Context: an optimization exercise on an open-source flow, tuned for small area. The choices shown serve that exercise and are no tape-out recipe. Only simulation tests tie the RTL to the original design; equivalence was not proved. Power and IR drop assume default switching activity.

==> flow/design.v <==
module FSM_MSI_CPU_requests_controller(
	input valid, modified, hit, write,
	output write_back,
	output modified_next
	);
	assign write_back = valid & modified & ~hit;
	assign modified_next = write | (modified & hit);
endmodule
module FSM_MSI_BUS_requests_controller(
	input valid, modified, tag_match,
	input bus_write, bus_hit, bus_own_m,
	output write_back, supply, match,
	output valid_next, modified_next
	);
	wire own_m = valid & modified;
	assign write_back = own_m & ~bus_hit;            
	assign supply = write_back & tag_match;
	assign match = valid & tag_match;
	assign valid_next = ~(bus_write & (~bus_hit | (~modified & ~bus_own_m)));
	assign modified_next = modified & bus_hit;
endmodule
module cache_directlyMapped_32x21bits(
	input clk, rst,
	input write,
	input [15:0] write_data,
	input [8:0] mem_address,
	input [15:0] mem_data_delivery,
	input bus_write,
	input [8:0] bus_address,
	input bus_hit,               
	input bus_own_m,             
	input bus_data_found,        
	input [15:0] bus_data_delivery,
	output hit, own_m,
	output [15:0] data_out_cpu,
	output cpu_write_back, bus_write_back,
	output [8:0] address_out_mem_cpu, address_out_mem_bus,
	output [15:0] data_out_mem_cpu, data_out_mem_bus,
	output supply
	);
	reg        v  [0:31];
	reg        m  [0:31];
	reg [3:0]  tg [0:31];
	reg [15:0] dt [0:31];
	wire [4:0] idx = mem_address[4:0];
	wire [3:0] tag = mem_address[8:5];
	wire [4:0] bidx = bus_address[4:0];
	wire [3:0] btag = bus_address[8:5];
	wire [31:0] csel = 32'd1 << idx;
	wire [31:0] bsel = 32'd1 << bidx;
	wire [31:0] col [0:21];    
	genvar g, gb;
	generate for (g = 0; g < 32; g = g + 1) begin : rd
		assign col[0][g] = v[g];
		assign col[1][g] = m[g];
		for (gb = 0; gb < 4; gb = gb + 1) begin : t
			assign col[2 + gb][g] = tg[g][gb];
		end
		for (gb = 0; gb < 16; gb = gb + 1) begin : d
			assign col[6 + gb][g] = dt[g][gb];
		end
	end endgenerate
	wire [21:0] c_line, b_line;
	generate for (gb = 0; gb < 22; gb = gb + 1) begin : sel
		line_select32 c_sel(.sel(csel), .d(col[gb]), .q(c_line[gb]));
		line_select32 b_sel(.sel(bsel), .d(col[gb]), .q(b_line[gb]));
	end endgenerate
	wire        c_v = c_line[0], c_m = c_line[1];
	wire        b_v = b_line[0], b_m = b_line[1];
	wire [3:0]  c_tg = c_line[5:2], b_tg = b_line[5:2];
	wire [15:0] c_dt = c_line[21:6], b_dt = b_line[21:6];
	assign hit = c_v & (c_tg == tag);
	assign own_m = c_v & c_m;
	wire c_m_next, b_v_next, b_m_next, b_match;
	FSM_MSI_CPU_requests_controller _CTRL_R_(
		.valid(c_v), .modified(c_m), .hit(hit), .write(write),
		.write_back(cpu_write_back), .modified_next(c_m_next));
	FSM_MSI_BUS_requests_controller _CTRL_B_(
		.valid(b_v), .modified(b_m), .tag_match(b_tg == btag),
		.bus_write(bus_write), .bus_hit(bus_hit), .bus_own_m(bus_own_m),
		.write_back(bus_write_back), .supply(supply), .match(b_match),
		.valid_next(b_v_next), .modified_next(b_m_next));
	assign data_out_cpu = hit ? c_dt : (bus_data_found ? bus_data_delivery : mem_data_delivery);
	wire [15:0] d_next = write ? write_data : data_out_cpu;
	assign address_out_mem_cpu = {c_tg, idx};
	assign address_out_mem_bus = {b_tg, bidx};
	assign data_out_mem_cpu = c_dt;
	assign data_out_mem_bus = b_dt;
	integer i;
	always @(posedge clk) begin
		if (rst) begin
			for (i = 0; i < 32; i = i + 1)
				v[i] <= 1'b0;
		end else begin
			v[idx] <= 1'b1;
			if (b_match)
				v[bidx] <= b_v_next;    
		end
		m[idx] <= c_m_next;
		if (b_match)
			m[bidx] <= b_m_next;
		tg[idx] <= tag;
		dt[idx] <= d_next;
	end
endmodule
module line_select32(
	input [31:0] sel,
	input [31:0] d,
	output q
	);
	wire [10:0] n;
	genvar g;
	generate for (g = 0; g < 10; g = g + 1) begin : grp
		aoi222 a(.a1(sel[3*g]), .a2(d[3*g]), .b1(sel[3*g+1]), .b2(d[3*g+1]),
		         .c1(sel[3*g+2]), .c2(d[3*g+2]), .y(n[g]));
	end endgenerate
	aoi22 last(.a1(sel[30]), .a2(d[30]), .b1(sel[31]), .b2(d[31]), .y(n[10]));
	assign q = ~&n;
endmodule
module aoi222(input a1, a2, b1, b2, c1, c2, output y);
	assign y = ~((a1 & a2) | (b1 & b2) | (c1 & c2));
endmodule
module aoi22(input a1, a2, b1, b2, output y);
	assign y = ~((a1 & a2) | (b1 & b2));
endmodule
module msi_main(
	input clk,
	input rst,
	input core1_write,
	input [8:0] core1_mem_adress,
	input [15:0] core1_write_data,
	input core2_write,
	input [8:0] core2_mem_adress,
	input [15:0] core2_write_data,
	input [15:0] mem_readed1, mem_readed2,
	output [15:0] cache1_data_out_cpu, cache2_data_out_cpu,
	output cache1_write_back_cpu, cache1_write_back_bus, cache2_write_back_cpu, cache2_write_back_bus,
	output [8:0] cache1_address_out_mem_cpu, cache1_address_out_mem_bus, cache2_address_out_mem_cpu, cache2_address_out_mem_bus,
	output [15:0] cache1_data_out_mem_cpu, cache1_data_out_mem_bus, cache2_data_out_mem_cpu, cache2_data_out_mem_bus
);
	wire c1_hit, c2_hit, c1_own_m, c2_own_m;
	wire c1_supply, c2_supply;
	wire [15:0] c1_bus_data, c2_bus_data;
	cache_directlyMapped_32x21bits _CORE1_CACHE_(
		.clk(clk), .rst(rst),
		.write(core1_write), .write_data(core1_write_data), .mem_address(core1_mem_adress),
		.mem_data_delivery(mem_readed1),
		.bus_write(core2_write), .bus_address(core2_mem_adress),
		.bus_hit(c2_hit), .bus_own_m(c2_own_m),
		.bus_data_found(c2_supply), .bus_data_delivery(c2_bus_data),
		.hit(c1_hit), .own_m(c1_own_m),
		.data_out_cpu(cache1_data_out_cpu),
		.cpu_write_back(cache1_write_back_cpu), .bus_write_back(cache1_write_back_bus),
		.address_out_mem_cpu(cache1_address_out_mem_cpu), .address_out_mem_bus(cache1_address_out_mem_bus),
		.data_out_mem_cpu(cache1_data_out_mem_cpu), .data_out_mem_bus(c1_bus_data),
		.supply(c1_supply)
	);
	cache_directlyMapped_32x21bits _CORE2_CACHE_(
		.clk(clk), .rst(rst),
		.write(core2_write), .write_data(core2_write_data), .mem_address(core2_mem_adress),
		.mem_data_delivery(mem_readed2),
		.bus_write(core1_write), .bus_address(core1_mem_adress),
		.bus_hit(c1_hit), .bus_own_m(c1_own_m),
		.bus_data_found(c1_supply), .bus_data_delivery(c1_bus_data),
		.hit(c2_hit), .own_m(c2_own_m),
		.data_out_cpu(cache2_data_out_cpu),
		.cpu_write_back(cache2_write_back_cpu), .bus_write_back(cache2_write_back_bus),
		.address_out_mem_cpu(cache2_address_out_mem_cpu), .address_out_mem_bus(cache2_address_out_mem_bus),
		.data_out_mem_cpu(cache2_data_out_mem_cpu), .data_out_mem_bus(c2_bus_data),
		.supply(c2_supply)
	);
	assign cache1_data_out_mem_bus = c1_bus_data;
	assign cache2_data_out_mem_bus = c2_bus_data;
endmodule
==> flow/config.mk <==
export PLATFORM = sky130hd
export DESIGN_NAME = msi_main
export DESIGN_NICKNAME = msi_main
export VERILOG_FILES = /design/flow/design.v
export SDC_FILE = /design/flow/constraint.sdc
export NUM_CORES = 4
export LEC_CHECK = 0
export CAP_MARGIN = 20
export CORE_MARGIN = 2
export CORE_UTILIZATION = 45
export PLACE_DENSITY = 0.6
export SETUP_SLACK_MARGIN = 0.1
export SLEW_MARGIN = 20
export SYNTH_HIERARCHICAL = 1
export SYNTH_MINIMUM_KEEP_SIZE = 0
==> flow/constraint.sdc <==
create_clock -name core_clock -period 9.0 [get_ports {clk}]
set_input_delay 1.8000 -clock core_clock [delete_from_list [all_inputs] [get_ports {clk}]]
set_output_delay 1.8000 -clock core_clock [all_outputs]
set_load 0.01 [all_outputs]
standard.sh (not shown) runs the stock make flow with config.mk's settings and CLKGATE_MAP_FILE= SYNTH_SCRIPT=/design/flow/synth_recipe.tcl, a recipe that flattens the netlist after the stock synthesis.
==> flow/flow/run.sh <==
#!/bin/bash
# Own layout flow: the standard ORFS flow (standard synthesis unchanged), with
#  - the port buffers made with a small buffer instead of the default delay cell,
#  - clock tree synthesis with small (clkbuf_4) clock buffers and no dummy loads.
# Make output goes to standard.log here; every ORFS step keeps its own log under orfs/logs/.
set -euo pipefail
export BUFFER_PORTS_ARGS="-buffer_cell sky130_fd_sc_hd__buf_2"
export CTS_ARGS="-sink_clustering_enable -repair_clock_nets -dont_use_dummy_load -buf_list sky130_fd_sc_hd__clkbuf_4 -sink_clustering_size 10 -sink_clustering_max_diameter 40"
bash standard.sh > standard.log 2>&1
The starting point completed without violations.
Then changed:
==> flow/flow/run.sh (replaced) <==
#!/bin/bash
# Own layout flow around the standard ORFS flow:
#  - synthesis is the standard one, except that ABC maps with flow/abc_area.script
#    (choice computation and delay-aware mapping with area recovery, without the
#    buffering and up-sizing of ORFS's speed script; placement repairs slew and timing);
#  - the port buffers use a small buffer instead of the default delay cell;
#  - clock tree synthesis uses small clock buffers and no dummy loads.
# Make output goes to synth.log and standard.log here; every ORFS step keeps its own log
# under orfs/logs/.
set -euo pipefail
here=$(pwd)
rm -rf "$here/scripts_own"
cp -r "$FLOW_HOME/scripts" "$here/scripts_own"
cp "$here/flow/abc_area.script" "$here/scripts_own/abc_area.script"
SCRIPTS_DIR="$here/scripts_own" ABC_AREA=1 bash standard.sh synth > synth.log 2>&1
export BUFFER_PORTS_ARGS="-buffer_cell sky130_fd_sc_hd__buf_2"
export CTS_ARGS="-sink_clustering_enable -repair_clock_nets -dont_use_dummy_load -buf_list sky130_fd_sc_hd__clkbuf_16 -sink_clustering_size 30 -sink_clustering_max_diameter 80"
bash standard.sh > standard.log 2>&1
==> flow/flow/abc_area.script (new file) <==
&get -n
&st
&dch
&nf
&put
- CORE_UTILIZATION: 45 -> 30
- PLACE_DENSITY: 0.6 -> 0.45
The changed run finished with timing, DRC and antenna clean.
Sequential power is about the same.
Final area goes up by about 4%.
Utilization falls by 15 points.
Power grows by about 10%.
Non-clock buffer count went up by 65.
Sequential share of layout area is lower by 2.4 points.
Then changed:
--- a/flow/flow/run.sh
+++ b/flow/flow/run.sh
@@ -17 +17 @@
-export CTS_ARGS="-sink_clustering_enable -repair_clock_nets -dont_use_dummy_load -buf_list sky130_fd_sc_hd__clkbuf_16 -sink_clustering_size 30 -sink_clustering_max_diameter 80"
+export CTS_ARGS="-sink_clustering_enable -repair_clock_nets -dont_use_dummy_load -buf_list sky130_fd_sc_hd__clkbuf_4 -sink_clustering_size 10 -sink_clustering_max_diameter 40"
Outcome:
- cell count came out higher by 2.4%
- die area does not change
- power came out lower by 4.8%
- synthesized cell count is unchanged
- sequential share of layout area came out higher by 0.44 points
- routed wire length came out higher by 0.64%
- worst setup slack improved by 0.085 ns
- global-route usage came out higher by 0.25 points
- critical path depth does not change
Then changed:
==> flow/flow/run.sh (replaced) <==
#!/bin/bash
# Own layout flow: the standard ORFS flow (standard synthesis unchanged), with
#  - the port buffers made with a small buffer instead of the default delay cell,
#  - clock tree synthesis with small (clkbuf_4) clock buffers and no dummy loads.
# Make output goes to standard.log here; every ORFS step keeps its own log under orfs/logs/.
set -euo pipefail
export BUFFER_PORTS_ARGS="-buffer_cell sky130_fd_sc_hd__buf_2"
export CTS_ARGS="-sink_clustering_enable -repair_clock_nets -dont_use_dummy_load -buf_list sky130_fd_sc_hd__clkbuf_4 -sink_clustering_size 10 -sink_clustering_max_diameter 40"
bash standard.sh > standard.log 2>&1
- CORE_UTILIZATION: 30 -> 40
- PLACE_DENSITY: 0.45 -> 0.55
removed: flow/flow/abc_area.script
Outcome:
- die area goes down by 24%
- design area drops by 2.5%
- routed wire length went down by 9.6%
- non-clock buffer count shrinks by 45
- core utilization climbs by 10 points
- register-to-register slack is better by 0.29 ns
- count of clock-buffer cells in the layout drops by 49
- critical path depth decreases by 1
- fmax rose by 0.56%
- power drops by 3.5%

-- static timing again, ports no longer ideal --
The flow's constraints put no driver on any port. The routed layouts listed below were extracted and timed again, unchanged, in two steps. Step 1, drivers: a clkbuf_16 drives clk and a buf_2 each remaining input, both assumed. Step 2 also shifts input and output timing later by t, the mid clock arrival at the registers, as if the neighbouring blocks saw the same clock. a / b / c = ideal ports / drivers / drivers and shift; a / b = the first two.
run | shift t [ns] | setup slack, ns | worst setup path after step 2 | latest minus earliest clock arrival (ns) | slew at the worst register clock pin (ns)
the first run | 1.252 | 0.373 / 0.349 / 0.350 | input to output | 0.120 / 0.120 | 0.12 / 0.12
the second run | 0.823 | 0.162 / 0.138 / 0.138 | input to output | 0.136 / 0.136 | 0.11 / 0.11
the third run | 1.343 | 0.247 / 0.222 / 0.222 | input to output | 0.253 / 0.254 | 0.11 / 0.11
the fourth run | 1.295 | 0.296 / 0.203 / 0.203 | input to output | 0.156 / 0.156 | 0.12 / 0.12
After both steps setup and hold are still met in every run listed. The setup slack of the fourth run, which loses most, moves by -0.093 ns with the drivers and by -0.093 ns with both steps.
